What follows belongs to an exercise in optimizing a design on an open flow for small area; a production flow would make more cautious choices.
Only simulation tests tie the RTL to the original design; equivalence was not proved.
The clock port is modelled as an ideal driver, which makes a skipped or thinned clock tree look cheaper than it is; a real chip needs a root buffer or a tree.
Power figures rest on the tool's default switching activity, not on a simulated workload.

<file path="design.v">
`timescale 1ns / 1ps
module TOP_MODULE(
    input CLK100MHZ,
    input rst,
    input SW,
    input BTNL, BTNR,
    output [7:0] AN,
    output CA,CB,CC,CD,CE,CF,CG, DP,
    output LED
    );
    assign DP = 1'b1;
    localparam [13:0] C_TAPS = 14'd8193, C_S0 = 14'd14560, C_S10001 = 14'd15472;
    localparam [13:0] B_TAPS = 14'd8193, B_S0 = 14'd2542, B_S5000 = 14'd15997;
    localparam [13:0] MASK = 14'd10922;
    reg [13:0] cnt_r, cnt1_r, cnt2_r;
    wire [13:0] cnt = cnt_r ^ MASK, cnt1 = cnt1_r ^ MASK, cnt2 = cnt2_r ^ MASK;
    wire tick    = ~cnt[0] & ~cnt[1] & cnt[2] & cnt[3] & ~cnt[5] & ~cnt[6] & cnt[8] & cnt[9] & ~cnt[11] & cnt[12] & ~cnt[13];    
    wire cnt1_one  = cnt1[0] & cnt1[2] & cnt1[3] & cnt1[4] & cnt1[6] & cnt1[7] & cnt1[8] & cnt1[9] & ~cnt1[10] & ~cnt1[11] & cnt1[12];    
    wire cnt1_top  = cnt1[0] & cnt1[1] & cnt1[2] & cnt1[3] & cnt1[5] & cnt1[6] & cnt1[8] & ~cnt1[9] & cnt1[10] & ~cnt1[11] & cnt1[12];    
    wire cnt2_one  = cnt2[0] & cnt2[2] & cnt2[3] & cnt2[4] & cnt2[6] & cnt2[7] & cnt2[8] & cnt2[9] & ~cnt2[10] & ~cnt2[11] & cnt2[12];    
    wire cnt2_top  = cnt2[0] & cnt2[1] & cnt2[2] & cnt2[3] & cnt2[5] & cnt2[6] & cnt2[8] & ~cnt2[9] & cnt2[10] & ~cnt2[11] & cnt2[12];    
    wire c1_ev = cnt1_one | cnt1_top;
    wire c2_ev = cnt2_one | cnt2_top;
    always_ff @(posedge CLK100MHZ) begin
        if (rst)       cnt_r <= C_S0 ^ MASK;
        else if (tick) cnt_r <= C_S10001 ^ MASK;
        else           cnt_r <= {cnt[12:0], ~^(cnt & C_TAPS)} ^ MASK;
        if (rst | ~BTNR)    cnt1_r <= B_S0 ^ MASK;
        else if (cnt1_top)  cnt1_r <= B_S5000 ^ MASK;
        else                cnt1_r <= {cnt1[12:0], ~^(cnt1 & B_TAPS)} ^ MASK;
        if (rst | ~BTNL)    cnt2_r <= B_S0 ^ MASK;
        else if (cnt2_top)  cnt2_r <= B_S5000 ^ MASK;
        else                cnt2_r <= {cnt2[12:0], ~^(cnt2 & B_TAPS)} ^ MASK;
    end
    reg [3:0] su, mu;
    reg [2:0] st, mt;
    reg [4:0] h;
    wire su9 = su[3] & su[0], mu9 = mu[3] & mu[0];
    wire s59 = st[2] & st[0] & su9;
    wire m59 = mt[2] & mt[0] & mu9;
    wire h23 = h[4] & h[2] & h[1] & h[0];
    wire s_inc = tick;
    wire m_inc = c1_ev | (tick & s59);
    wire h_inc = c2_ev | (tick & s59 & m59);
    function automatic [3:0] t10(input [3:0] x);
        t10 = {x[0] & (x[3] | (x[2] & x[1])), x[1] & x[0], x[0] & ~x[3], 1'b1};
    endfunction
    function automatic [2:0] t6(input [2:0] x);
        t6 = {x[0] & (x[2] | x[1]), x[0] & ~x[2], 1'b1};
    endfunction
    wire [3:0] su_t = t10(su), mu_t = t10(mu);
    wire [2:0] st_t = t6(st), mt_t = t6(mt);
    always_ff @(posedge CLK100MHZ) begin
        if (rst) begin
            st <= 3'd5; su <= 4'd0;
            mt <= 3'd1; mu <= 4'd2;
            h <= 5'd12;
        end else begin
            su <= su ^ ({4{s_inc}} & su_t);
            st <= st ^ ({3{s_inc & su9}} & st_t);
            mu <= mu ^ ({4{m_inc}} & mu_t);
            mt <= mt ^ ({3{m_inc & mu9}} & mt_t);
            if (h_inc) h <= h23 ? 5'd0 : h + 5'd1;
        end
    end
    wire gt12 = h[4] | (h[3] & h[2] & (h[1] | h[0]));
    wire pm = SW & gt12;
    assign LED = pm;
    wire [4:0] hd = pm ? h - 5'd12 : h;
    wire ht2 = hd[4] & hd[2];                                    
    wire ht1 = ~ht2 & (hd[4] | (hd[3] & (hd[2] | hd[1])));      
    wire [1:0] htd = {ht2, ht1};
    wire [4:0] hu5 = hd - (ht2 ? 5'd20 : ht1 ? 5'd10 : 5'd0);
    wire [3:0] hud = hu5[3:0];
    localparam [4:0] D_TAPS = 5'd18, D_RST = 5'd27, D_MASK = 5'b01010;
    reg [4:0] dc_r;
    reg [2:0] dig;
    wire [4:0] dc = dc_r ^ D_MASK;
    wire dc_end = ~dc[1] & ~dc[2] & ~dc[3];    
    wire [2:0] dig_nxt = dig + 3'd1;
    always_ff @(posedge CLK100MHZ) begin
        if (rst) begin
            dc_r <= D_RST ^ D_MASK; dig <= 3'd0;
        end else begin
            dc_r <= {dc[3:0], (~^(dc & D_TAPS)) ^ dc_end} ^ D_MASK;
            if (dc_end) dig <= dig_nxt;
        end
    end
    assign AN = ~(8'd1 << dig);
    reg [3:0] val;
    always_comb begin
        case (dig)
            3'd0: val = su;
            3'd1: val = {1'b0, st};
            3'd2: val = mu;
            3'd3: val = {1'b0, mt};
            3'd4: val = hud;
            3'd5: val = {2'b0, htd};
            default: val = 4'd15;
        endcase
    end
    localparam [111:0] SEGTAB = {7'b1111111, 7'b1110000, 7'b1110100, 7'b1011100,
                                 7'b0000110, 7'b0010010, 7'b0001100, 7'b0000000,
                                 7'b0001111, 7'b0100000, 7'b0100100, 7'b1001100,
                                 7'b0000110, 7'b0010010, 7'b1001111, 7'b0000001};
    wire [6:0] seg = SEGTAB[val*7 +: 7];
    assign {CA,CB,CC,CD,CE,CF,CG} = seg;
endmodule
</file>
<file path="flow/run.sh">
#!/bin/bash
# Layout flow: the standard ORFS flow (standard.sh) with
#  - combinational logic mapped by ABC for area: abc runs once with each script
#    in flow/abc/ and the smallest mapping is kept; no separate half/full-adder
#    extraction. Registers are untouched, so they keep the standard synthesis's
#    names and cells;
#  - port buffers of the smallest buffer cell;
#  - clock tree synthesis without dummy loads, with clkbuf_4 buffers; those
#    whose estimated load slews come close to the limit are upsized (cts_fix.tcl).
set -euo pipefail
W=$PWD
cat > my_synth.tcl <<EOF
# The standard flow's synthesis script (appended below), with abc run once per script in
# flow/abc/ and the smallest mapping kept.
proc abc {args} {
  set i [lsearch -exact \$args -script]
  set lib [lindex \$::env(LIB_FILES) 0]
  yosys design -save pre_abc
  set best ""
  foreach s [lsort [glob $W/flow/abc/*.abc]] {
    yosys design -load pre_abc
    yosys abc {*}[lreplace \$args [expr {\$i+1}] [expr {\$i+1}] \$s]
    set st [yosys tee -q -s result.string stat -liberty \$lib]
    regexp {Chip area for module[^:]*: ([0-9.]+)} \$st -> area
    puts "abc script [file tail \$s]: area \$area"
    if {\$best eq "" || \$area < \$best} {
      set best \$area
      set best_s \$s
      yosys design -save best_abc
    }
  }
  yosys design -load best_abc
  puts "abc: kept [file tail \$best_s] (area \$best)"
}
EOF
cat synth_recipe.tcl >> my_synth.tcl
bash standard.sh SYNTH_SCRIPT=$W/my_synth.tcl ADDER_MAP_FILE= \
  BUFFER_PORTS_ARGS="-buffer_cell sky130_fd_sc_hd__buf_1" \
  CTS_ARGS="-sink_clustering_enable -repair_clock_nets -dont_use_dummy_load -buf_list sky130_fd_sc_hd__clkbuf_4 -sink_clustering_size 40 -sink_clustering_max_diameter 200" \
  POST_CTS_TCL=$W/flow/merge4.tcl \
  finish > standard.log 2>&1
</file>
<file path="flow/abc/c7.abc">
&get -n
&st
&dch
&nf -a -R 2000 -p
&put
topo
</file>
<file path="flow/abc/d2.abc">
&get -n
&st
&dch -f
&nf -a -R 2000 -p
&put
topo
</file>
<file path="flow/abc/d6.abc">
&get -n
&st
&dch
&nf -a -R 1000
&put
&get -n
&st
&dch
&nf -a -R 1000
&put
topo
</file>
<file path="flow/abc/e2.abc">
&get -n
&st
&dch
&nf -a -R 1000
&st
&dch
&nf -a -R 1000
&st
&dch
&nf -a -R 1000
&st
&dch
&nf -a -R 1000
&st
&dch
&nf -a -R 1000
&put
topo
</file>
<file path="flow/abc/f2.abc">
&get -n
&st
&dch
&nf -a -R 1000
&st
&dch
&nf -a -R 1000
&st
&dch
&nf -a -R 1000
&st
&dch
&nf -a -R 1000
&st
&dch
&nf -a -R 1000
&st
&dch
&nf -a -R 1000
&st
&dch
&nf -a -R 1000
&st
&dch
&nf -a -R 1000
&st
&dch
&nf -a -R 1000
&st
&dch
&nf -a -R 1000
&st
&dch
&nf -a -R 1000
&st
&dch
&nf -a -R 1000
&st
&dch
&nf -a -R 1000
&st
&dch
&nf -a -R 1000
&st
&dch
&nf -a -R 1000
&st
&dch
&nf -a -R 1000
&st
&dch
&nf -a -R 1000
&st
&dch
&nf -a -R 1000
&st
&dch
&nf -a -R 1000
&st
&dch
&nf -a -R 1000
&put
topo
</file>
<file path="flow/abc/g1.abc">
&get -n
&st
&dch
&nf -a -R 1000
&st
&dch
&nf -a -R 1000
&st
&dch
&nf -a -R 1000
&st
&dch
&nf -a -R 1000
&st
&dch
&nf -a -R 1000
&st
&dch
&nf -a -R 1000
&st
&dch
&nf -a -R 1000
&put
topo
</file>
<file path="flow/abc/g3.abc">
&get -n
&st
&dch
&nf -a -R 2000 -p
&st
&dch
&nf -a -R 2000 -p
&st
&dch
&nf -a -R 2000 -p
&st
&dch
&nf -a -R 2000 -p
&st
&dch
&nf -a -R 2000 -p
&put
topo
</file>
<file path="flow/abc/g5.abc">
&get -n
&st
&dch
&nf -a -R 500
&st
&dch
&nf -a -R 500
&st
&dch
&nf -a -R 500
&st
&dch
&nf -a -R 500
&st
&dch
&nf -a -R 500
&put
topo
</file>
<file path="flow/abc/g6.abc">
&get -n
&st
&dch
&nf -a -R 1000 -p
&st
&dch
&nf -a -R 1000 -p
&st
&dch
&nf -a -R 1000 -p
&st
&dch
&nf -a -R 1000 -p
&st
&dch
&nf -a -R 1000 -p
&st
&dch
&nf -a -R 1000 -p
&st
&dch
&nf -a -R 1000 -p
&st
&dch
&nf -a -R 1000 -p
&put
topo
</file>
<file path="flow/cts_fix.tcl">
set db [ord::get_db]
proc clk_buf_slew {inst} {
  set m 0
  foreach net [get_nets -of_objects [get_pins -of_objects $inst -filter "direction == output"]] {
    foreach p [get_pins -of_objects $net -filter "direction == input"] {
      set s [get_property $p slew_max]
      if {$s > $m} { set m $s }
    }
  }
  return $m
}
estimate_parasitics -placement
set changed 0
foreach inst [get_cells clkbuf*] {
  set ref [get_property $inst ref_name]
  set s [clk_buf_slew $inst]
  puts "cts_fix: [get_property $inst name] $ref load slew [format %.1f [expr {$s * 1000}]] ps"
  set root [string match "clkbuf_0_*" [get_property $inst name]]
  if {$root && $ref eq "sky130_fd_sc_hd__clkbuf_4"} {
    [[ord::get_db_block] findInst [get_property $inst name]] swapMaster [$db findMaster sky130_fd_sc_hd__clkbuf_2]
    puts "cts_fix: [get_property $inst name] -> sky130_fd_sc_hd__clkbuf_2"
    incr changed
  }
  if {!$root && $s > 0.115 && $ref eq "sky130_fd_sc_hd__clkbuf_4"} {
    [[ord::get_db_block] findInst [get_property $inst name]] swapMaster [$db findMaster sky130_fd_sc_hd__clkbuf_8]
    puts "cts_fix: [get_property $inst name] -> sky130_fd_sc_hd__clkbuf_8"
    incr changed
  }
}
if {$changed} {
  detailed_placement
  check_placement -verbose
  estimate_parasitics -placement
  foreach inst [get_cells clkbuf*] {
    puts "cts_fix: after: [get_property $inst name] [get_property $inst ref_name] load slew [format %.1f [expr {[clk_buf_slew $inst] * 1000}]] ps"
  }
}
</file>
<file path="flow/merge4.tcl">
# Rebuild the clock tree as four buffers fed straight from the clock port:
# CTS's eight leaf buffers are merged in sibling pairs (clkbuf_3_{2k} and
# clkbuf_3_{2k+1}), the merged buffer is placed at the middle of its pair and
# made a clkbuf_8, and the root buffer is removed.
set db [ord::get_db]
set block [ord::get_db_block]
set clk_net [$block findNet CLK100MHZ]
proc out_net {inst} { foreach it [$inst getITerms] { if {[$it isOutputSignal]} { return [$it getNet] } } }
proc in_iterm {inst} { foreach it [$inst getITerms] { if {[$it isInputSignal]} { return $it } } }
set root ""
foreach it [$clk_net getITerms] {
  if {[string match "clkbuf_0_*" [[$it getInst] getName]]} { set root [$it getInst] }
}
if {$root eq ""} { error "merge4: no root buffer" }
set root_net [out_net $root]
set leaves {}
foreach it [$root_net getITerms] { if {[$it getInst] != $root} { lappend leaves [$it getInst] } }
if {[llength $leaves] != 8} { error "merge4: expected 8 leaf buffers, found [llength $leaves]" }
set leaves [lsort -command {apply {{a b} {string compare [$a getName] [$b getName]}}} $leaves]
foreach {a b} $leaves {
  set na [out_net $a]; set nb [out_net $b]
  foreach it [$nb getITerms] {
    if {[$it getInst] == $b} continue
    $it disconnect
    $it connect $na
  }
  set la [$a getLocation]; set lb [$b getLocation]
  odb::dbInst_destroy $b
  odb::dbNet_destroy $nb
  $a swapMaster [$db findMaster sky130_fd_sc_hd__clkbuf_8]
  $a setLocation [expr {([lindex $la 0] + [lindex $lb 0]) / 2}] [expr {([lindex $la 1] + [lindex $lb 1]) / 2}]
  set ia [in_iterm $a]
  $ia disconnect
  $ia connect $clk_net
  puts "merge4: [$a getName] drives [llength [$na getITerms]] pins"
}
odb::dbInst_destroy $root
odb::dbNet_destroy $root_net
detailed_placement
check_placement -verbose
estimate_parasitics -placement
</file>
<file path="standard.sh">
#!/bin/bash
# synth_recipe.tcl (not shown) runs the flow's synth.tcl, then flattens the netlist and writes it again
# the make line also repeats each setting of config.mk as NAME=value (left out here)
make -C /OpenROAD-flow-scripts/flow DESIGN_CONFIG=/design/flow/config.mk WORK_HOME=/design/flow/orfs CLKGATE_MAP_FILE= SYNTH_SCRIPT=/design/flow/synth_recipe.tcl "${@:-finish}"
</file>
<file path="config.mk">
export PLATFORM = sky130hd
export DESIGN_NAME = TOP_MODULE
export DESIGN_NICKNAME = TOP_MODULE
export VERILOG_FILES = /design/flow/design.v
export SDC_FILE = /design/flow/constraint.sdc
export NUM_CORES = 4
export LEC_CHECK = 0
export CAP_MARGIN = 20
export CORE_MARGIN = 2
export CORE_UTILIZATION = 60
export PLACE_DENSITY = 0.75
export SLEW_MARGIN = 20
</file>
<file path="constraint.sdc">
create_clock -name core_clock -period 10.0 [get_ports {CLK100MHZ}]
set_input_delay 2.0000 -clock core_clock [delete_from_list [all_inputs] [get_ports {CLK100MHZ}]]
set_output_delay 2.0000 -clock core_clock [all_outputs]
set_load 0.01 [all_outputs]
</file>
==> flow_summary.toml, run 1 <==
[cts]
clock_latency_ns = 0.17
cts.reportedPaths.clkPinSlew_ns = 0.12
numClockSinks = 69

[placement]
portBuffers = 20
placed_area_sq_um = 2660
post-dp-hpwl_mm = 3.25
place_congestion = 0.844
dp.cells = 357

[layout]
drive_gt1_frac = 0.0161
antennaDiodeCount = 0
fill_cells = 354
nets = 318
layout_commonest_cell = "dfxtp_1"
final_cells = 361
syn2layout_area_growth_pct = 7.64
final_cell_mix = "69 x dfxtp_1, 45 x nor2_1, 34 x nand2_1"
utilization = 0.674
fin_area_sq_um = 2710
seqCellArea_sq_um = 1380
multi_input_area_sq_um = 1100

[drt]
drc = 0
dr.pass1.iters = 4
detail_route.wl_per_cell_um = 12.3
wirelength_mm = 4.45
final_antenna_net_count = 0
drt_iter0_drc = 135
dr_total_vias = 1964
viasPerCell = 5.44

[synth]
synthTopCellsByArea = "dfxtp_1 55%, nor2_1 6.7%, a21oi_1 5.8%"
avgSynthCellArea_sq_um = 8.78
synthesis.nets = 292
ys_seq_area_frac = 0.548
syn_area_sq_um = 2520
yosys_warnings = 1
synth_top_cell_area_share = 0.548
async_flop_share = 0
synth_ff_type = "dfxtp_1"
synth-seq-cells = 69
yosys.area.top_type = "dfxtp_1"
syn-instance-count = 287
synth-edff-count = 0
synth.distinct_cells = 33

[die]
die_w_um = 68.8
dieArea_sq_um = 4740
core_sq_um = 4030
num_rows = 23
start_util = 0.626
die_y_um = 68.8
ios = 22

[timing]
fin_crit_ns = 6.21
setup-tns-final_ns = 0
maxSlewHeadroom = 0.618
setup_violations = 0
whs_ns = 0.356
fin_crit_sh = 0.621
tightest_slew_ns = 0.572
slew_violations = 0
timing.fmax_ghz = 0.161
fin_worst_skew_ns = 0.0266
final-hold-violation-count = 0
grt_setup_unrepaired = "false"

[setup_path]
crit_path_end = "CA"
crit_arrival_ns = 4.21
timing.rr.end = "mt[1]$_SDFF_PP0_"
r2r_cells = 10
critPathRequiredTime_ns = 8.00
critPathKind = "in2out"
cp-end-kind = "output port"
worstReg2RegStart = "cnt_r[3]$_SDFF_PP1_"
crit_path_max_fanout = 7
start_kind = "input port"
reg2reg_slack_ns = 7.51
critPathLaunch = "SW"

[power]
ir_drop_mv = 0.140
p_leak_nw = 0.997
p_clk_frac = 0.254
seqPwrFrac = 0.714
p_int_mw = 0.324
p_comb_frac = 0.032
netSwitchingFraction = 0.191
p_per_area_nw_per_um2 = 148
p_sw_mw = 0.0768

[global_route]
antenna_found_initial = 0
gr-total-overflow = 0
grt_start_max_net_pins = 37
grt_pass1_wl_mm = 7.22
grt_pass1_vias = 1693
track_usage = 0.198

[status]
status = "no timing/DRC/antenna violations"

[min_path]
hold_path.class = "reg2reg"
hold_start = "cnt_r[7]$_SDFF_PP0_"

[run]
drv_cap = 0
sequential cells by signal (all words and copies together), names as in the netlist:
signal,flops
h,5
su,4
dc_r,5
cnt1_r,14
mt,3
cnt_r,14
dig,3
cnt2_r,14
mu,4
st,3
layout make-up:
class                   instances  area share
flip-flops and latches         69       0.509
inverters                       8      0.0111
multi-input cells             209       0.406
clock buffers                   4      0.0203
repair buffers                 21      0.0304
well taps                      50      0.0231
cells in the mapped netlist (all sizes together), types with 3 or more instances:
| cell type | instances |
|---|---|
| a21o | 3 |
| a21oi | 29 |
| a221o | 3 |
| and2 | 6 |
| and3 | 5 |
| clkinv | 8 |
| dfxtp | 69 |
| nand2 | 34 |
| nand2b | 5 |
| nand3 | 7 |
| nand3b | 3 |
| nand4 | 5 |
| nor2 | 45 |
| nor2b | 4 |
| nor3 | 16 |
| nor3b | 4 |
| o21a | 5 |
| o21ai | 12 |
| xnor2 | 5 |
per-stage QoR:
stage | total power, mW | setup WS, ns
after global placement | 0.305 | 3.88
after detailed placement | 0.306 | 3.79
after floorplan | 0.300 | 4.10
final | 0.401 | 3.79
after global routing | 0.417 | 3.46
metal layers:
layer	global-route usage	routed length [um]	up-vias
met1	0.258	2190	897
li1	-	-	1037
met4	0.0368	31	0
met3	0.0341	158	2
met5	0	0	-
met2	0.347	2070	28
worst max-delay path, cell delays in order:
cell     delay, ns
buf_1         0.09
o21a_1        0.17
xor2_1        0.36
mux2i_1       0.23
nor2_1        0.06
nor2_1        0.19
xnor2_1       0.09
a221o_1       0.43
o21ai_0       0.24
nand3_1       0.10
o21ai_0       0.09
buf_1         0.17
worst min path at each step:
stage                       endpoint  slack (ns)  cells past startpoint
5_1_grt         cnt1_r[9]$_SDFF_PP1_        0.38                      1
3_3_place_gp    cnt_r[12]$_SDFF_PP1_        0.37                      1
6_report         cnt_r[8]$_SDFF_PP0_        0.36                      1
2_1_floorplan  cnt2_r[13]$_SDFF_PP1_        0.35                      1
3_5_place_dp     cnt_r[9]$_SDFF_PP1_        0.37                      1
cell families (layout without fill, tap and decap cells):
family	Yosys count	in the layout	synth area share
AO/OA/AOI/OAI	60	60	0.143
XOR/XNOR	7	7	0.0243
buffers and inverters	9	33	0.0149
flip-flops	69	69	0.548
multiplexers	1	1	0.00397
other	1	1	0.00149
AND/OR/NAND/NOR	140	140	0.265
power by group through the flow:
stage                     clock network (mW)  registers (mW)  logic, mW
after detailed placement                   0           0.293     0.0128
after floorplan                            0           0.292    0.00837
after global routing                   0.114           0.288     0.0148
final                                  0.102           0.287     0.0128
after global placement                     0           0.293     0.0125
==> run 2, diff against run 1 <==
--- a/flow/merge4.tcl
+++ b/flow/merge4.tcl
@@ -41 +41,22 @@
 estimate_parasitics -placement
+set changed 0
+foreach inst [get_cells clkbuf*] {
+  set m 0
+  foreach net [get_nets -of_objects [get_pins -of_objects $inst -filter "direction == output"]] {
+    foreach p [get_pins -of_objects $net -filter "direction == input"] {
+      set s [get_property $p slew_max]
+      if {$s > $m} { set m $s }
+    }
+  }
+  puts "merge4: [get_property $inst name] [get_property $inst ref_name] load slew [format %.1f [expr {$m * 1000}]] ps"
+  if {$m > 0.112} {
+    [$block findInst [get_property $inst name]] swapMaster [$db findMaster sky130_fd_sc_hd__clkbuf_16]
+    puts "merge4: [get_property $inst name] -> sky130_fd_sc_hd__clkbuf_16"
+    incr changed
+  }
+}
+if {$changed} {
+  detailed_placement
+  check_placement -verbose
+  estimate_parasitics -placement
+}
==> flow_summary.toml, run 2 <==
[layout]
fill_cells = 351
antennaDiodeCount = 0
layout_commonest_cell = "dfxtp_1"
syn2layout_area_growth_pct = 8.09
nets = 318
reg.largest.list = "cnt1_r x14, cnt2_r x14, cnt_r x14"
fin_area_sq_um = 2730
final_cell_mix = "69 x dfxtp_1, 45 x nor2_1, 34 x nand2_1"
drive_gt1_frac = 0.0161

[drt]
dr_total_vias = 1983
viasPerCell = 5.49
dr.pass1.iters = 5
drt_iter0_drc = 133
wirelength_mm = 4.45
drc = 0
detail_route.wl_per_cell_um = 12.3
final_antenna_net_count = 0

[synth]
synthMostInstantiatedCell = "dfxtp_1"
synth_ff_type = "dfxtp_1"
synthesis.nets = 292
yosys_warnings = 1
synth-seq-cells = 69
synthTopCellsByCount = "69 x dfxtp_1, 45 x nor2_1, 34 x nand2_1"
synth.distinct_cells = 33
synthTopCellsByArea = "dfxtp_1 55%, nor2_1 6.7%, a21oi_1 5.8%"
syn_area_sq_um = 2520
yosys.area.top_type = "dfxtp_1"
synth-edff-count = 0
async_flop_share = 0
synth_top_cell_area_share = 0.548
ys_seq_area_frac = 0.548
avgSynthCellArea_sq_um = 8.78
syn-instance-count = 287

[power]
p_comb_frac = 0.031
p_per_area_nw_per_um2 = 151
p_leak_nw = 1.00
netSwitchingFraction = 0.188
ir_drop_mv = 0.141
seqPwrFrac = 0.699
p_int_mw = 0.333
p_clk_frac = 0.270
p_sw_mw = 0.0771

[timing]
slew_violations = 0
fin_crit_ns = 6.21
final-hold-violation-count = 0
maxSlewHeadroom = 0.630
fin_crit_sh = 0.621
grt_setup_unrepaired = "false"
fin_worst_skew_ns = 0.0165
timing.fmax_ghz = 0.161
setup_violations = 0
tightest_slew_ns = 0.554
setup-tns-final_ns = 0
finalWorstSetupSlack_ns = 3.79

[global_route]
gr-total-overflow = 0
grt_pass1_vias = 1693
grt_pass1_wl_mm = 7.22
antenna_found_initial = 0
track_usage = 0.198
grt_start_max_net_pins = 37

[cts]
numClockSinks = 69
cts.reportedPaths.clkPinSlew_ns = 0.08
clock_latency_ns = 0.16

[setup_path]
start_kind = "input port"
worstReg2RegStart = "cnt_r[3]$_SDFF_PP1_"
critPathRequiredTime_ns = 8.00
timing.rr.end = "mt[1]$_SDFF_PP0_"
path_cells = "buf_1, o21a_1, xor2_1, mux2i_1, nor2_1, nor2_1, xnor2_1, a221o_1, o21ai_0, nand3_1, o21ai_0, buf_1"
critPathKind = "in2out"
r2r_cells = 10
crit_path_max_fanout = 7
crit_arrival_ns = 4.21
cp-end-kind = "output port"
crit_slowest_cell = "a221o_1"
reg2reg_slack_ns = 7.55
critPathMaxStageDelay_ns = 0.43

[die]
ios = 22
num_rows = 23
die_y_um = 68.8
core_sq_um = 4030
dieArea_sq_um = 4740
die_w_um = 68.8
start_util = 0.626

[placement]
post-dp-hpwl_mm = 3.25
preCtsSetupSlack_ns = 3.79
place_congestion = 0.844
portBuffers = 20
placed_area_sq_um = 2660

[min_path]
hold_path.class = "reg2reg"
min_to = "cnt_r[11]$_SDFF_PP0_"
hold_start = "cnt_r[10]$_SDFF_PP0_"
hold_depth = 1

[status]
status = "no timing/DRC/antenna violations"

[run]
drv_cap = 0
run 2: cell count changes in the layout (fill, tap and decap cells not counted):
cell / previous run / this run
clkbuf_16: 0 / 1
clkbuf_8: 4 / 3
run 2: how the worst max path moves through the flow:
stage | from | endpoint | slack (ns) | cells after the start
floorplan | SW | CB | 4.10 | 9
global placement | SW | CA | 3.88 | 12
detailed placement | SW | CA | 3.79 | 12
global route | SW | CA | 3.46 | 12
finish | SW | CA | 3.79 | 12
run 2: critical path: cells and delay by family:
| family | cells | cell delay [ns] |
|---|---|---|
| buf+inv | 2 | 0.26 |
| simple gates | 3 | 0.35 |
| mux | 1 | 0.23 |
| xor+xnor | 2 | 0.45 |
| compound gates | 4 | 0.93 |
run 2: logic make-up after synthesis:
family / synth area share
AOI/OAI and AO/OA: 0.143
xor gates and xnor gates: 0.0243
buffers and inverters: 0.0149
DFF: 0.548
muxes: 0.00397
other: 0.00149
and+or+nand+nor: 0.265
run 2: layout make-up:
type | count | area [sq um] | share of cell area
clock buffer | 4 | 66.3 | 0.0243
inverter | 8 | 30.0 | 0.0110
multi-input combinational | 209 | 1100 | 0.405
sequential | 69 | 1380 | 0.507
tap | 50 | 62.6 | 0.0230
timing repair buffer | 21 | 82.6 | 0.0303
run 2: through the flow:
step	utilization	hold WS (ns)	total power, mW	cells
2_1_floorplan	-	0.353	0.300	287
3_3_place_gp	0.660	0.368	0.305	357
3_5_place_dp	0.660	0.368	0.306	357
5_1_grt	0.676	0.399	0.425	361
6_report	0.676	0.385	0.410	361
run 2: routing by layer:
metal,track usage,up-vias,wire length [um]
met5,0,-,0
met4,0.0368,0,33
met3,0.0341,2,168
met2,0.347,39,2070
met1,0.258,905,2180
li1,-,1037,-
run 2: power groups by stage:
stage | registers, mW | logic, mW | clock network, mW
finish | 0.287 | 0.0128 | 0.111
floorplan | 0.292 | 0.00837 | 0
global route | 0.288 | 0.0148 | 0.123
global placement | 0.293 | 0.0125 | 0
detailed placement | 0.293 | 0.0128 | 0
==> run 3, diff against run 2 <==
--- a/flow/run.sh
+++ b/flow/run.sh
@@ -7,4 +7,4 @@
 #  - port buffers of the smallest buffer cell;
-#  - clock tree synthesis without dummy loads, with clkbuf_4 buffers; those
-#    whose estimated load slews come close to the limit are upsized (cts_fix.tcl).
+#  - clock tree synthesis without dummy loads, then rebuilt as four larger
+#    buffers fed straight from the clock port (merge4.tcl).
 set -euo pipefail
removed: flow/cts_fix.tcl
==> flow_summary.toml, run 3 <==
[power]
p_sw_mw = 0.0771
ir_drop_mv = 0.141
netSwitchingFraction = 0.188
total_power_mw = 0.410
p_comb_frac = 0.031
p_leak_nw = 1.00
seqPwrFrac = 0.699
p_per_area_nw_per_um2 = 151
p_clk_frac = 0.270
p_int_mw = 0.333

[synth]
synth-seq-cells = 69
yosys_warnings = 1
ys_seq_area_frac = 0.548
synthesis.nets = 292
synth_top_cell_area_share = 0.548
synthTopCellsByArea = "dfxtp_1 55%, nor2_1 6.7%, a21oi_1 5.8%"
yosys.area.top_type = "dfxtp_1"
synth-xor-area-share = 0.0243
synth_compound_area_frac = 0.143
async_flop_share = 0
syn-instance-count = 287
synth-simple-area-share = 0.265
avgSynthCellArea_sq_um = 8.78
synth_top_family_by_area = "simple AND/OR/NAND/NOR gates"
syn_area_sq_um = 2520
synthMostInstantiatedCell = "dfxtp_1"
synth_ff_type = "dfxtp_1"
synthTopCellsByCount = "69 x dfxtp_1, 45 x nor2_1, 34 x nand2_1"
synthAdderAreaFrac = 0
synth.distinct_cells = 33
synth-edff-count = 0
synthMuxAreaShare = 0.00397

[die]
num_rows = 23
core_sq_um = 4030
die_w_um = 68.8
dieArea_sq_um = 4740
die_y_um = 68.8
ios = 22
start_util = 0.626

[layout]
final_cell_mix = "69 x dfxtp_1, 45 x nor2_1, 34 x nand2_1"
antennaDiodeCount = 0
fin_area_sq_um = 2730
layout_commonest_cell = "dfxtp_1"
syn2layout_area_growth_pct = 8.09
drive_gt1_frac = 0.0161
utilization = 0.676
reg.largest.list = "cnt1_r x14, cnt2_r x14, cnt_r x14"
nets = 318
fill_cells = 351

[min_path]
hold_path.class = "reg2reg"

[placement]
portBuffers = 20
placed_area_sq_um = 2660
post-dp-hpwl_mm = 3.25
place_congestion = 0.844
preCtsSetupSlack_ns = 3.79

[timing]
finalWorstSetupSlack_ns = 3.79
setup_violations = 0
fin_crit_ns = 6.21
fin_crit_sh = 0.621
tightest_slew_ns = 0.554
setup-tns-final_ns = 0
grt_setup_unrepaired = "false"
timing.fmax_ghz = 0.161
maxSlewHeadroom = 0.630
final-hold-violation-count = 0
fin_worst_skew_ns = 0.0165
slew_violations = 0

[drt]
dr.pass1.iters = 5
wirelength_mm = 4.45
detail_route.wl_per_cell_um = 12.3
drc = 0
dr_total_vias = 1983
viasPerCell = 5.49
final_antenna_net_count = 0
drt_iter0_drc = 133

[cts]
clock_latency_ns = 0.16
cts.reportedPaths.clkPinSlew_ns = 0.08
numClockSinks = 69

[setup_path]
critPathRequiredTime_ns = 8.00
cp-end-kind = "output port"
cp_top_family = "compound AO/OA/AOI/OAI gates"
path_cells = "buf_1, o21a_1, xor2_1, mux2i_1, nor2_1, nor2_1, xnor2_1, a221o_1, o21ai_0, nand3_1, o21ai_0, buf_1"
crit_arrival_ns = 4.21
critPathKind = "in2out"
critPathMaxStageDelay_ns = 0.43
crit_path_max_fanout = 7
start_kind = "input port"
crit_slowest_cell = "a221o_1"
crit_buf_inv = 2

[run]
drv_cap = 0

[global_route]
gr-total-overflow = 0
track_usage = 0.198
grt_pass1_wl_mm = 7.22
grt_pass1_vias = 1693
antenna_found_initial = 0
grt_start_max_net_pins = 37

[status]
status = "no timing/DRC/antenna violations"
## run 3: cell counts after synthesis
Identical to the previous run, type by type.
## run 3: path summary, 6_finish.rpt
check                    endpoint                  from  slack (ns)  depth (start not counted)
max                            CA                    SW        3.79                         12
min          cnt_r[11]$_SDFF_PP0_  cnt_r[10]$_SDFF_PP0_        0.38                          1
max reg2reg      mt[1]$_SDFF_PP0_   cnt_r[3]$_SDFF_PP1_        7.55                         10
min reg2reg  cnt_r[11]$_SDFF_PP0_  cnt_r[10]$_SDFF_PP0_        0.38                          1
## run 3: cells by family (layout without fill, tap and decap cells)
family          count (synthesis)  count (layout)
other cells                     1               1
simple gates                  140             140
flops                          69              69
compound gates                 60              60
buf+inv                         9              33
mux                             1               1
xor+xnor                        7               7
## run 3: power by group through the flow
| stage | Combinational (mW) | Sequential, mW | Clock [mW] |
|---|---|---|---|
| 2_1_floorplan | 0.00837 | 0.292 | 0 |
| 3_3_place_gp | 0.0125 | 0.293 | 0 |
| 3_5_place_dp | 0.0128 | 0.293 | 0 |
| 5_1_grt | 0.0148 | 0.288 | 0.123 |
| 6_report | 0.0128 | 0.287 | 0.111 |
## run 3: layout make-up
cell class / instances / area (sq um) / area share
Multi-Input combinational cell: 209 / 1100 / 0.405
Inverter: 8 / 30.0 / 0.0110
Timing Repair Buffer: 21 / 82.6 / 0.0303
Clock buffer: 4 / 66.3 / 0.0243
Sequential cell: 69 / 1380 / 0.507
Tap cell: 50 / 62.6 / 0.0230
## run 3: metrics by stage
stage	hold WS, ns	instances
2_1_floorplan	0.353	287
3_3_place_gp	0.368	357
6_report	0.385	361
5_1_grt	0.399	361
3_5_place_dp	0.368	357
## run 3: routing by layer
| layer | GRT usage | part of all wire |
|---|---|---|
| met5 | 0 | 0 |
| met4 | 0.0368 | 0.0074 |
| met3 | 0.0341 | 0.038 |
| met2 | 0.347 | 0.46 |
| met1 | 0.258 | 0.49 |
==> run 4, diff against run 3 <==
--- a/flow/run.sh
+++ b/flow/run.sh
@@ -39,3 +39,3 @@
   CTS_ARGS="-sink_clustering_enable -repair_clock_nets -dont_use_dummy_load -buf_list sky130_fd_sc_hd__clkbuf_4 -sink_clustering_size 40 -sink_clustering_max_diameter 200" \
-  POST_CTS_TCL=$W/flow/merge4.tcl \
+  POST_CTS_TCL=$W/flow/bal4.tcl \
   finish > standard.log 2>&1
==> flow/bal4.tcl (new file) <==
set db [ord::get_db]
set block [ord::get_db_block]
set clk_net [$block findNet CLK100MHZ]
proc out_net {inst} { foreach it [$inst getITerms] { if {[$it isOutputSignal]} { return [$it getNet] } } }
proc in_iterm {inst} { foreach it [$inst getITerms] { if {[$it isInputSignal]} { return $it } } }
# collect CTS buffers and clock sinks
set bufs {}
set sinks {}
set todo [list $clk_net]
while {[llength $todo]} {
  set net [lindex $todo 0]; set todo [lrange $todo 1 end]
  foreach it [$net getITerms] {
    if {![$it isInputSignal]} continue
    set inst [$it getInst]
    if {[string match "sky130_fd_sc_hd__clkbuf*" [[$inst getMaster] getName]]} {
      lappend bufs $inst
      lappend todo [out_net $inst]
    } else {
      lappend sinks $it
    }
  }
}
set n [llength $sinks]
set cap [expr {($n + 3) / 4}]
puts "bal4: [llength $bufs] CTS buffers, $n clock sinks, groups of at most $cap"
# sink positions
set px {}; set py {}
foreach it $sinks {
  set b [[$it getInst] getBBox]
  lappend px [expr {([$b xMin] + [$b xMax]) / 2}]
  lappend py [expr {([$b yMin] + [$b yMax]) / 2}]
}
# initial centres: the four quadrants' sink centroids
set xs [lsort -integer $px]; set ys [lsort -integer $py]
set mx [lindex $xs [expr {$n / 2}]]; set my [lindex $ys [expr {$n / 2}]]
set cx {0 0 0 0}; set cy {0 0 0 0}; set cn {0 0 0 0}
for {set i 0} {$i < $n} {incr i} {
  set q [expr {([lindex $px $i] >= $mx) + 2 * ([lindex $py $i] >= $my)}]
  lset cx $q [expr {[lindex $cx $q] + [lindex $px $i]}]
  lset cy $q [expr {[lindex $cy $q] + [lindex $py $i]}]
  lset cn $q [expr {[lindex $cn $q] + 1}]
}
for {set q 0} {$q < 4} {incr q} {
  if {[lindex $cn $q] == 0} { lset cx $q $mx; lset cy $q $my; lset cn $q 1 }
  lset cx $q [expr {[lindex $cx $q] / [lindex $cn $q]}]
  lset cy $q [expr {[lindex $cy $q] / [lindex $cn $q]}]
}
for {set round 0} {$round < 20} {incr round} {
  # all (distance, sink, centre) pairs, nearest first; fill centres up to cap
  set pairs {}
  for {set i 0} {$i < $n} {incr i} {
    for {set q 0} {$q < 4} {incr q} {
      set d [expr {abs([lindex $px $i] - [lindex $cx $q]) + abs([lindex $py $i] - [lindex $cy $q])}]
      lappend pairs [list $d $i $q]
    }
  }
  set pairs [lsort -integer -index 0 $pairs]
  set grp [lrepeat $n -1]; set cnt {0 0 0 0}
  foreach p $pairs {
    lassign $p d i q
    if {[lindex $grp $i] >= 0 || [lindex $cnt $q] >= $cap} continue
    lset grp $i $q; lset cnt $q [expr {[lindex $cnt $q] + 1}]
  }
  set sx {0 0 0 0}; set sy {0 0 0 0}
  for {set i 0} {$i < $n} {incr i} {
    set q [lindex $grp $i]
    lset sx $q [expr {[lindex $sx $q] + [lindex $px $i]}]
    lset sy $q [expr {[lindex $sy $q] + [lindex $py $i]}]
  }
  for {set q 0} {$q < 4} {incr q} {
    if {[lindex $cnt $q] > 0} {
      lset cx $q [expr {[lindex $sx $q] / [lindex $cnt $q]}]
      lset cy $q [expr {[lindex $sy $q] / [lindex $cnt $q]}]
    }
  }
}
# rebuild: keep four of CTS's buffers (names kept), remove the rest
set bufs [lsort -command {apply {{a b} {string compare [$a getName] [$b getName]}}} $bufs]
set keep {}
foreach inst $bufs {
  if {[llength $keep] < 4 && ![string match "clkbuf_0_*" [$inst getName]]} { lappend keep $inst }
}
foreach it $sinks { $it disconnect }
foreach inst $bufs {
  if {[lsearch -exact $keep $inst] >= 0} continue
  set net [out_net $inst]
  odb::dbInst_destroy $inst
  if {$net ne "" && [llength [$net getITerms]] == 0} { odb::dbNet_destroy $net }
}
for {set q 0} {$q < 4} {incr q} {
  set inst [lindex $keep $q]
  set ia [in_iterm $inst]
  $ia disconnect
  $ia connect $clk_net
  $inst swapMaster [$db findMaster sky130_fd_sc_hd__clkbuf_8]
  $inst setLocation [lindex $cx $q] [lindex $cy $q]
  set net [out_net $inst]
  for {set i 0} {$i < $n} {incr i} {
    if {[lindex $grp $i] == $q} { [lindex $sinks $i] connect $net }
  }
  puts "bal4: [$inst getName] drives [lindex $cnt $q] sinks"
}
detailed_placement
check_placement -verbose
estimate_parasitics -placement
set changed 0
foreach inst [get_cells clkbuf*] {
  set m 0
  foreach net [get_nets -of_objects [get_pins -of_objects $inst -filter "direction == output"]] {
    foreach p [get_pins -of_objects $net -filter "direction == input"] {
      set s [get_property $p slew_max]
      if {$s > $m} { set m $s }
    }
  }
  puts "bal4: [get_property $inst name] [get_property $inst ref_name] load slew [format %.1f [expr {$m * 1000}]] ps"
  if {$m > 0.112} {
    [$block findInst [get_property $inst name]] swapMaster [$db findMaster sky130_fd_sc_hd__clkbuf_16]
    puts "bal4: [get_property $inst name] -> sky130_fd_sc_hd__clkbuf_16"
    incr changed
  }
}
if {$changed} {
  detailed_placement
  check_placement -verbose
  estimate_parasitics -placement
}
removed: flow/merge4.tcl
==> flow_summary.toml, run 4 <==
[status]
status = "no timing/DRC/antenna violations"

[placement]
place_congestion = 0.844
dp.cells = 357
post-dp-hpwl_mm = 3.25
portBuffers = 20
preCtsSetupSlack_ns = 3.79

[drt]
dr_total_vias = 1983
dr.pass1.iters = 4
viasPerCell = 5.49
wirelength_mm = 4.55
drt_iter0_drc = 100
drc = 0
detail_route.wl_per_cell_um = 12.6
final_antenna_net_count = 0

[timing]
maxSlewHeadroom = 0.629
fin_crit_ns = 6.21
fin_crit_sh = 0.621
slew_violations = 0
final-hold-violation-count = 0
timing.fmax_ghz = 0.161
setup-tns-final_ns = 0
grt_setup_unrepaired = "false"
tightest_slew_ns = 0.555
fin_worst_skew_ns = 0.0197
setup_violations = 0
finalWorstSetupSlack_ns = 3.79

[die]
die_y_um = 68.8
start_util = 0.626
die_w_um = 68.8
ios = 22
core_sq_um = 4030
dieArea_sq_um = 4740
num_rows = 23

[synth]
synth-seq-cells = 69
synth-edff-count = 0
synthAdderAreaFrac = 0
ys_seq_area_frac = 0.548
synthesis.nets = 292
yosys_warnings = 1
synth-simple-area-share = 0.265
async_flop_share = 0
avgSynthCellArea_sq_um = 8.78
synth_top_cell_area_share = 0.548
synthTopCellsByArea = "dfxtp_1 55%, nor2_1 6.7%, a21oi_1 5.8%"
synthMostInstantiatedCell = "dfxtp_1"
syn-instance-count = 287
syn_area_sq_um = 2520
synth.distinct_cells = 33
synth_compound_area_frac = 0.143
synth_ff_type = "dfxtp_1"
synthMuxAreaShare = 0.00397
synthTopCellsByCount = "69 x dfxtp_1, 45 x nor2_1, 34 x nand2_1"
yosys.area.top_type = "dfxtp_1"
synth_top_family_by_area = "simple AND/OR/NAND/NOR gates"
synth-xor-area-share = 0.0243

[layout]
antennaDiodeCount = 0
reg.largest.list = "cnt1_r x14, cnt2_r x14, cnt_r x14"
layout_commonest_cell = "dfxtp_1"
drive_gt1_frac = 0.0161
final_cells = 361
final_cell_mix = "69 x dfxtp_1, 45 x nor2_1, 34 x nand2_1"
syn2layout_area_growth_pct = 8.09
utilization = 0.676
nets = 319

[setup_path]
cp-end-kind = "output port"
cp_top_family = "compound AO/OA/AOI/OAI gates"
path_cells = "buf_1, o21a_1, xor2_1, mux2i_1, nor2_1, nor2_1, xnor2_1, a221o_1, o21ai_0, nand3_1, o21ai_0, buf_1"
timing.rr.end = "mt[1]$_SDFF_PP0_"
critPathMaxStageDelay_ns = 0.42
crit_arrival_ns = 4.21
crit_buf_inv = 2
worstReg2RegStart = "cnt_r[3]$_SDFF_PP1_"
crit_slowest_cell = "a221o_1"
r2r_cells = 10
reg2reg_slack_ns = 7.54
critPathKind = "in2out"
start_kind = "input port"
crit_path_max_fanout = 7
critPathRequiredTime_ns = 8.00

[cts]
numClockSinks = 69
cts.reportedPaths.clkPinSlew_ns = 0.10
clock_latency_ns = 0.16

[run]
drv_cap = 0

[power]
p_leak_nw = 1.00
p_per_area_nw_per_um2 = 151
ir_drop_mv = 0.139
total_power_mw = 0.412

[min_path]
min_to = "cnt_r[8]$_SDFF_PP0_"
hold_start = "cnt_r[7]$_SDFF_PP0_"
hold_path.class = "reg2reg"
hold_depth = 1

[global_route]
track_usage = 0.205
grt_pass1_wl_mm = 7.27
grt_pass1_vias = 1681
antenna_found_initial = 0
gr-total-overflow = 0
grt_start_max_net_pins = 37
run 4: cell counts after synthesis:
Identical to the previous run, type by type.
run 4: stage by stage:
stage | cell area [sq um] | hold slack (ns)
after floorplan | 2520 | 0.353
after global placement | 2660 | 0.368
after detailed placement | 2660 | 0.368
after global routing | 2730 | 0.405
final | 2730 | 0.388
run 4: how the worst max path moves through the flow:
stage / startpoint / endpoint / depth (start not counted)
floorplan: SW / CB / 9
global placement: SW / CA / 12
detailed placement: SW / CA / 12
global route: SW / CA / 12
finish: SW / CA / 12
run 4: cell type report:
| class | instances | area (sq um) |
|---|---|---|
| Timing Repair Buffer | 21 | 82.6 |
| Sequential cell | 69 | 1380 |
| Fill cell | 344 | 1300 |
| Inverter | 8 | 30.0 |
| Clock buffer | 4 | 66.3 |
| Multi-Input combinational cell | 209 | 1100 |
| Tap cell | 50 | 62.6 |
run 4: metal layers:
layer,vias up,track usage,wire length [um]
met2,34,0.349,2120
met4,0,0.0515,0
met3,0,0.0536,178
met5,-,0,0
li1,1041,-,-
met1,908,0.259,2260
run 4: power by group:
| group | leakage [nW] | internal, mW | switching, mW |
|---|---|---|---|
| clock | 0.0339 | 0.0459 | 0.0667 |
| sequential | 0.564 | 0.282 | 0.00435 |
| combinational | 0.404 | 0.00492 | 0.00792 |
| total | 1.00 | 0.333 | 0.0790 |
run 4: cell families after synthesis:
logic type	Yosys count
other	1
xor gates and xnor gates	7
buffers and inverters	9
muxes	1
AOI/OAI and AO/OA	60
DFF	69
and+or+nand+nor	140
==> run 5, diff against run 4 <==
--- a/flow/bal4.tcl
+++ b/flow/bal4.tcl
@@ -115,3 +115,3 @@
   puts "bal4: [get_property $inst name] [get_property $inst ref_name] load slew [format %.1f [expr {$m * 1000}]] ps"
-  if {$m > 0.112} {
+  if {$m > 0.118} {
     [$block findInst [get_property $inst name]] swapMaster [$db findMaster sky130_fd_sc_hd__clkbuf_16]
==> flow_summary.toml, run 5 <==
[drt]
dr.pass1.iters = 5
drc = 0
drt_iter0_drc = 116
detail_route.wl_per_cell_um = 12.5
final_antenna_net_count = 0
wirelength_mm = 4.53
dr_total_vias = 1994
viasPerCell = 5.52

[setup_path]
critPathKind = "in2out"
path_cells = "buf_1, o21a_1, xor2_1, mux2i_1, nor2_1, nor2_1, xnor2_1, a221o_1, o21ai_0, nand3_1, o21ai_0, buf_1"
critPathMaxStageDelay_ns = 0.43
critPathLaunch = "SW"
crit_slowest_cell = "a221o_1"
timing.rr.end = "mt[1]$_SDFF_PP0_"
r2r_cells = 10
crit_cells = 12
cp_top_family = "compound AO/OA/AOI/OAI gates"
start_kind = "input port"
crit_arrival_ns = 4.21
worstReg2RegStart = "cnt_r[3]$_SDFF_PP1_"
crit_path_end = "CA"
cp-end-kind = "output port"
crit_path_max_fanout = 7
crit_buf_inv = 2
reg2reg_slack_ns = 7.55
critPathRequiredTime_ns = 8.00

[synth]
yosys.area.top_type = "dfxtp_1"
synthMostInstantiatedCell = "dfxtp_1"
synth_top_cell_area_share = 0.548
synth-seq-cells = 69
synthTopCellsByCount = "69 x dfxtp_1, 45 x nor2_1, 34 x nand2_1"
synth_ff_type = "dfxtp_1"
synth-edff-count = 0
syn-instance-count = 287
ys_seq_area_frac = 0.548
synthTopCellsByArea = "dfxtp_1 55%, nor2_1 6.7%, a21oi_1 5.8%"
yosys_warnings = 1
synthesis.nets = 292
async_flop_share = 0
avgSynthCellArea_sq_um = 8.78
synth.distinct_cells = 33
syn_area_sq_um = 2520

[timing]
timing.fmax_ghz = 0.161
fin_crit_ns = 6.21
slew_violations = 0
grt_setup_unrepaired = "false"
finalWorstSetupSlack_ns = 3.79
final-hold-violation-count = 0
fin_crit_sh = 0.621
maxSlewHeadroom = 0.631
fin_worst_skew_ns = 0.0109
tightest_slew_ns = 0.552
setup_violations = 0
setup-tns-final_ns = 0

[run]
drv_cap = 0

[global_route]
gr-total-overflow = 0
antenna_found_initial = 0
grt_pass1_vias = 1681
grt_pass1_wl_mm = 7.26
grt_start_max_net_pins = 37
track_usage = 0.205

[layout]
final_cell_mix = "69 x dfxtp_1, 45 x nor2_1, 34 x nand2_1"
nets = 319
seqCellArea_sq_um = 1380
reg.largest.list = "cnt1_r x14, cnt2_r x14, cnt_r x14"
drive_gt1_frac = 0.0161
final_cells = 361
layout_commonest_cell = "dfxtp_1"
multi_input_area_sq_um = 1100
syn2layout_area_growth_pct = 7.64
fill_cells = 346
antennaDiodeCount = 0

[min_path]
hold_path.class = "reg2reg"

[die]
ios = 22
core_sq_um = 4030
start_util = 0.626
num_rows = 23
die_w_um = 68.8
die_y_um = 68.8
dieArea_sq_um = 4740

[placement]
portBuffers = 20
dp.cells = 357
preCtsSetupSlack_ns = 3.79
post-dp-hpwl_mm = 3.25
place_congestion = 0.844

[power]
p_leak_nw = 0.997
ir_drop_mv = 0.138
p_per_area_nw_per_um2 = 148

[cts]
clock_latency_ns = 0.16
cts.reportedPaths.clkPinSlew_ns = 0.10
numClockSinks = 69

[status]
status = "no timing/DRC/antenna violations"
-- run 5: layer usage --
layer,vias to the layer above,global-route usage,routed length (um)
met4,0,0.0515,34
met2,36,0.347,2090
met1,913,0.259,2230
met5,-,0,0
met3,3,0.0536,167
li1,1042,-,-
-- run 5: area by class of cell --
type | instances | area share
multi-input cells | 209 | 0.406
flip-flops and latches | 69 | 0.509
clock buffers | 4 | 0.0203
inverters | 8 | 0.0111
repair buffers | 21 | 0.0304
well taps | 50 | 0.0231
-- run 5: worst reg2reg max path: stages, from the launching register on --
cell	delay, ns
dfxtp_1	0.32
or3_1	0.39
nor3_1	0.22
and3_1	0.28
nand3_1	0.15
nand3_1	0.12
and2_0	0.32
nand3_1	0.18
nor2_1	0.15
nand2_1	0.08
nor3b_1	0.13
-- run 5: how the worst min path moves through the flow --
stage                                startpoint                    end  slack (ns)  cells after the start
after global routing       cnt_r[10]$_SDFF_PP0_   cnt_r[11]$_SDFF_PP0_        0.41                      1
after floorplan           cnt2_r[12]$_SDFF_PP0_  cnt2_r[13]$_SDFF_PP1_        0.35                      1
after global placement     cnt_r[11]$_SDFF_PP0_   cnt_r[12]$_SDFF_PP1_        0.37                      1
final                       cnt_r[7]$_SDFF_PP0_    cnt_r[8]$_SDFF_PP0_        0.39                      1
after detailed placement    cnt_r[8]$_SDFF_PP0_    cnt_r[9]$_SDFF_PP1_        0.37                      1
-- run 5: stage by stage --
step	utilization	total power [mW]	area, sq um	hold WS, ns
2_1_floorplan	-	0.300	2520	0.353
3_3_place_gp	0.660	0.305	2660	0.368
3_5_place_dp	0.660	0.306	2660	0.368
5_1_grt	0.674	0.419	2710	0.405
6_report	0.674	0.402	2710	0.387
-- run 5: report_power, final --
part	internal, mW	switching, mW	total, mW
sequential	0.282	0.00440	0.287
combinational	0.00492	0.00785	0.0128
clock	0.0371	0.0655	0.103
-- run 5: cell families after synthesis --
group	Yosys count	synth area share
AOI/OAI and AO/OA	60	0.143
xor gates and xnor gates	7	0.0243
buffers and inverters	9	0.0149
DFF	69	0.548
muxes	1	0.00397
other	1	0.00149
and+or+nand+nor	140	0.265
==> run 6, diff against run 5 <==
--- a/flow/run.sh
+++ b/flow/run.sh
@@ -7,4 +7,5 @@
 #  - port buffers of the smallest buffer cell;
-#  - clock tree synthesis without dummy loads, then rebuilt as four larger
-#    buffers fed straight from the clock port (merge4.tcl).
+#  - clock tree synthesis without dummy loads, then rebuilt as four clkbuf_8
+#    buffers fed straight from the clock port, each driving a group of nearby
+#    flip-flops (bal4.tcl).
 set -euo pipefail
--- a/config.mk
+++ b/config.mk
@@ -10,2 +10,3 @@
 export CORE_UTILIZATION = 60
+export GPL_TIMING_DRIVEN = 0
 export PLACE_DENSITY = 0.75
==> flow_summary.toml, run 6 <==
[status]
status = "no timing/DRC/antenna violations"

[synth]
synth-simple-area-share = 0.265
synth_top_family_by_area = "simple AND/OR/NAND/NOR gates"
synthMuxAreaShare = 0.00397
synthAdderAreaFrac = 0
syn-instance-count = 287
yosys.area.top_type = "dfxtp_1"
avgSynthCellArea_sq_um = 8.78
synthMostInstantiatedCell = "dfxtp_1"
synthesis.nets = 292
syn_area_sq_um = 2520
async_flop_share = 0
yosys_warnings = 1
synth-seq-cells = 69
ys_seq_area_frac = 0.548
synth.distinct_cells = 33
synthTopCellsByArea = "dfxtp_1 55%, nor2_1 6.7%, a21oi_1 5.8%"
synth_top_cell_area_share = 0.548
synth_compound_area_frac = 0.143
synth_ff_type = "dfxtp_1"
synth-edff-count = 0
synthTopCellsByCount = "69 x dfxtp_1, 45 x nor2_1, 34 x nand2_1"
synth-xor-area-share = 0.0243

[timing]
slew_violations = 0
fin_crit_sh = 0.623
timing.fmax_ghz = 0.161
maxSlewHeadroom = 0.590
final-hold-violation-count = 0
tightest_slew_ns = 0.615
setup_violations = 0
fin_crit_ns = 6.23
setup-tns-final_ns = 0
grt_setup_unrepaired = "false"
fin_worst_skew_ns = 0.00933

[die]
die_w_um = 68.8
die_y_um = 68.8
start_util = 0.626
dieArea_sq_um = 4740
core_sq_um = 4030
ios = 22
num_rows = 23

[power]
p_leak_nw = 0.999
p_per_area_nw_per_um2 = 149
total_power_mw = 0.403
ir_drop_mv = 0.134

[global_route]
gr-total-overflow = 0
track_usage = 0.187
grt_pass1_wl_mm = 6.71
antenna_found_initial = 0
grt_start_max_net_pins = 37
grt_pass1_vias = 1590

[placement]
placed_area_sq_um = 2660
portBuffers = 20
place_congestion = 0.829
post-dp-hpwl_mm = 3.19

[layout]
syn2layout_area_growth_pct = 7.69
final_cell_mix = "69 x dfxtp_1, 45 x nor2_1, 34 x nand2_1"
layout_commonest_cell = "dfxtp_1"
fin_area_sq_um = 2720
antennaDiodeCount = 0
reg.largest.list = "cnt1_r x14, cnt2_r x14, cnt_r x14"
drive_gt1_frac = 0.0193
nets = 319

[drt]
final_antenna_net_count = 0
viasPerCell = 5.48
wirelength_mm = 4.44
dr.pass1.iters = 4
drc = 0
dr_total_vias = 1979
drt_iter0_drc = 90
detail_route.wl_per_cell_um = 12.3

[cts]
numClockSinks = 69
clock_latency_ns = 0.16
cts.reportedPaths.clkPinSlew_ns = 0.11

[setup_path]
path_cells = "buf_1, o21a_1, xor2_1, mux2i_1, nor2_1, nor2_1, xnor2_1, a221o_1, o21bai_1, nand3_1, o21ai_0, buf_1"
critPathKind = "in2out"
start_kind = "input port"
cp-end-kind = "output port"
crit_arrival_ns = 4.23
critPathMaxStageDelay_ns = 0.43
crit_path_max_fanout = 7
crit_slowest_cell = "a221o_1"
critPathRequiredTime_ns = 8.00

[run]
drv_cap = 0

[min_path]
hold_path.class = "reg2reg"
-- run 6: cell counts after synthesis --
Identical to the previous run, type by type.
-- run 6: cell type report --
cell class | count | area, sq um
buffer | 1 | 7.51
clock buffer | 4 | 55.1
fill | 347 | 1310
inverter | 8 | 30.0
multi-input combinational | 209 | 1100
sequential | 69 | 1380
tap | 50 | 62.6
timing repair buffer | 20 | 76.3
-- run 6: routing by layer --
layer  track usage  wire (um)  vias up  share of wire
met2         0.309       1970       34           0.44
met1         0.247       2270      898           0.51
met4        0.0662         42        0         0.0095
met5             0          0        -              0
met3        0.0341        157        4          0.035
li1              -          -     1043              -
-- run 6: stage by stage --
stage | std cells | setup slack [ns] | hold WS, ns | util
floorplan | 287 | 4.10 | 0.353 | -
global placement | 357 | 3.80 | 0.363 | 0.660
detailed placement | 357 | 3.75 | 0.367 | 0.660
global route | 361 | 3.49 | 0.403 | 0.674
finish | 361 | 3.77 | 0.384 | 0.674
-- run 6: kinds of logic (layout without fill, tap and decap cells) --
| family | Yosys count | after routing |
|---|---|---|
| buffers and inverters | 9 | 33 |
| other | 1 | 1 |
| muxes | 1 | 1 |
| and+or+nand+nor | 140 | 140 |
| AOI/OAI and AO/OA | 60 | 60 |
| xor gates and xnor gates | 7 | 7 |
| DFF | 69 | 69 |
-- run 6: path summary, 6_finish.rpt --
path,from,to,slack (ns),cells after the start
max,SW,CA,3.77,12
min,cnt_r[7]$_SDFF_PP0_,cnt_r[8]$_SDFF_PP0_,0.38,1
max reg2reg,cnt_r[3]$_SDFF_PP1_,mt[1]$_SDFF_PP0_,7.59,10
min reg2reg,cnt_r[7]$_SDFF_PP0_,cnt_r[8]$_SDFF_PP0_,0.38,1
-- run 6: where the power goes --
group          internal, mW  switching (mW)  leakage (nW)  total (mW)
sequential            0.282         0.00424         0.564       0.287
clock                0.0372          0.0668        0.0288       0.104
combinational       0.00497         0.00781         0.406      0.0128
-- run 6: worst max-delay path: cells and delay by family --
| kind | cells | cell delay [ns] |
|---|---|---|
| AO/OA/AOI/OAI | 4 | 0.92 |
| XOR/XNOR | 2 | 0.45 |
| AND/OR/NAND/NOR | 3 | 0.38 |
| buffers and inverters | 2 | 0.26 |
| multiplexers | 1 | 0.23 |
==> run 7, diff against run 6 <==
--- a/config.mk
+++ b/config.mk
@@ -10,3 +10,2 @@
 export CORE_UTILIZATION = 60
-export GPL_TIMING_DRIVEN = 0
 export PLACE_DENSITY = 0.75
==> flow_summary.toml, run 7 <==
[status]
status = "no timing/DRC/antenna violations"

[synth]
ys_seq_area_frac = 0.548
yosys.area.top_type = "dfxtp_1"
yosys_warnings = 1
async_flop_share = 0
avgSynthCellArea_sq_um = 8.78
synth-edff-count = 0
synthTopCellsByArea = "dfxtp_1 55%, nor2_1 6.7%, a21oi_1 5.8%"
syn_area_sq_um = 2520
synth_top_cell_area_share = 0.548
synthMostInstantiatedCell = "dfxtp_1"
synthTopCellsByCount = "69 x dfxtp_1, 45 x nor2_1, 34 x nand2_1"
synth.distinct_cells = 33
syn-instance-count = 287
synth_ff_type = "dfxtp_1"
synth-seq-cells = 69
synthesis.nets = 292

[drt]
viasPerCell = 5.52
dr_total_vias = 1994
final_antenna_net_count = 0
drc = 0
wirelength_mm = 4.53
drt_iter0_drc = 116
dr.pass1.iters = 5
detail_route.wl_per_cell_um = 12.5

[setup_path]
critPathKind = "in2out"
critPathMaxStageDelay_ns = 0.43
start_kind = "input port"
critPathRequiredTime_ns = 8.00
cp_top_family = "compound AO/OA/AOI/OAI gates"
crit_slowest_cell = "a221o_1"
crit_arrival_ns = 4.21
crit_path_max_fanout = 7
crit_buf_inv = 2
path_cells = "buf_1, o21a_1, xor2_1, mux2i_1, nor2_1, nor2_1, xnor2_1, a221o_1, o21ai_0, nand3_1, o21ai_0, buf_1"
cp-end-kind = "output port"

[placement]
place_congestion = 0.844
preCtsSetupSlack_ns = 3.79
post-dp-hpwl_mm = 3.25
portBuffers = 20

[die]
die_w_um = 68.8
ios = 22
num_rows = 23
core_sq_um = 4030
dieArea_sq_um = 4740
die_y_um = 68.8
start_util = 0.626

[global_route]
grt_start_max_net_pins = 37
grt_pass1_vias = 1681
grt_pass1_wl_mm = 7.26
track_usage = 0.205
antenna_found_initial = 0
gr-total-overflow = 0

[power]
p_per_area_nw_per_um2 = 148
seqPwrFrac = 0.713
p_clk_frac = 0.255
ir_drop_mv = 0.138
p_int_mw = 0.324
p_comb_frac = 0.032
netSwitchingFraction = 0.193
p_leak_nw = 0.997
p_sw_mw = 0.0778

[timing]
timing.fmax_ghz = 0.161
finalWorstSetupSlack_ns = 3.79
fin_worst_skew_ns = 0.0109
final-hold-violation-count = 0
whs_ns = 0.387
fin_crit_ns = 6.21
maxSlewHeadroom = 0.631
setup_violations = 0
fin_crit_sh = 0.621
setup-tns-final_ns = 0
slew_violations = 0
grt_setup_unrepaired = "false"
tightest_slew_ns = 0.552

[run]
drv_cap = 0

[layout]
reg.largest.list = "cnt1_r x14, cnt2_r x14, cnt_r x14"
final_cell_mix = "69 x dfxtp_1, 45 x nor2_1, 34 x nand2_1"
layout_commonest_cell = "dfxtp_1"
syn2layout_area_growth_pct = 7.64
antennaDiodeCount = 0
nets = 319
drive_gt1_frac = 0.0161

[min_path]
hold_path.class = "reg2reg"

[cts]
clock_latency_ns = 0.16
cts.reportedPaths.clkPinSlew_ns = 0.10
numClockSinks = 69
==> run 7: changes by cell type in the layout (fill, tap and decap cells not counted) <==
cell / previous run / this run
buf_2: 1 / 0
buf_1: 19 / 20
==> run 7: per-stage QoR <==
stage	total power, mW	utilization	area (sq um)	std cells
3_5_place_dp	0.306	0.660	2660	357
6_report	0.402	0.674	2710	361
3_3_place_gp	0.305	0.660	2660	357
5_1_grt	0.419	0.674	2710	361
2_1_floorplan	0.300	-	2520	287
==> run 7: cells by family (layout without fill, tap and decap cells) <==
family                    Yosys count  count (layout)  synth area share
buffers and inverters               9              33            0.0149
other                               1               1           0.00149
DFF                                69              69             0.548
AOI/OAI and AO/OA                  60              60             0.143
muxes                               1               1           0.00397
and+or+nand+nor                   140             140             0.265
xor gates and xnor gates            7               7            0.0243
==> run 7: final timing paths <==
check        cells after the start                  end  slack, ns                start
max                             12                   CA       3.79                   SW
min                              1  cnt_r[8]$_SDFF_PP0_       0.39  cnt_r[7]$_SDFF_PP0_
max reg2reg                     10     mt[1]$_SDFF_PP0_       7.55  cnt_r[3]$_SDFF_PP1_
min reg2reg                      1  cnt_r[8]$_SDFF_PP0_       0.39  cnt_r[7]$_SDFF_PP0_
==> run 7: power groups by stage <==
stage / sequential [mW] / clock (mW) / combinational, mW
after floorplan: 0.292 / 0 / 0.00837
after global placement: 0.293 / 0 / 0.0125
after detailed placement: 0.293 / 0 / 0.0128
after global routing: 0.288 / 0.116 / 0.0148
final: 0.287 / 0.103 / 0.0128
==> run 7: per-layer routing <==
layer  wire (um)  GRT usage
met1        2230      0.259
met2        2090      0.347
met3         167     0.0536
met4          34     0.0515
met5           0          0
==> run 7: cell type report <==
cell class | count | area, sq um
fill | 346 | 1320
clock buffer | 4 | 55.1
multi-input combinational | 209 | 1100
tap | 50 | 62.6
timing repair buffer | 21 | 82.6
sequential | 69 | 1380
inverter | 8 | 30.0

[what the ideal ports hide]
How much do the figures lean on ideal ports? The routed layouts below were timed once more, with nothing changed but the port constraints. Step 1 assumes that a clkbuf_16 drives the clock port and a buf_2 every other input. Step 2 also shifts input and output timing later by t, the mid clock arrival at the registers, as if the neighbouring blocks saw the same clock. Three values: no drivers, after step 1, after step 2; two values: the first two.
run	t (ns)	setup slack, ns	hold WS [ns]
run 1	0.208	3.794 / 3.772 / 3.772	0.356 / 0.356 / 0.356
run 2	0.206	3.794 / 3.772 / 3.772	0.385 / 0.385 / 0.385
run 3	0.206	3.794 / 3.772 / 3.772	0.385 / 0.385 / 0.385
run 4	0.207	3.786 / 3.764 / 3.764	0.388 / 0.388 / 0.388
run 5	0.213	3.790 / 3.768 / 3.768	0.387 / 0.387 / 0.387
run 6	0.212	3.771 / 3.748 / 3.748	0.384 / 0.384 / 0.384
run 7	0.213	3.790 / 3.768 / 3.768	0.387 / 0.387 / 0.387
After both steps setup and hold are still met in every run listed. The setup slack of run 6, which loses most, moves by -0.023 ns with the drivers and by -0.023 ns with both steps.
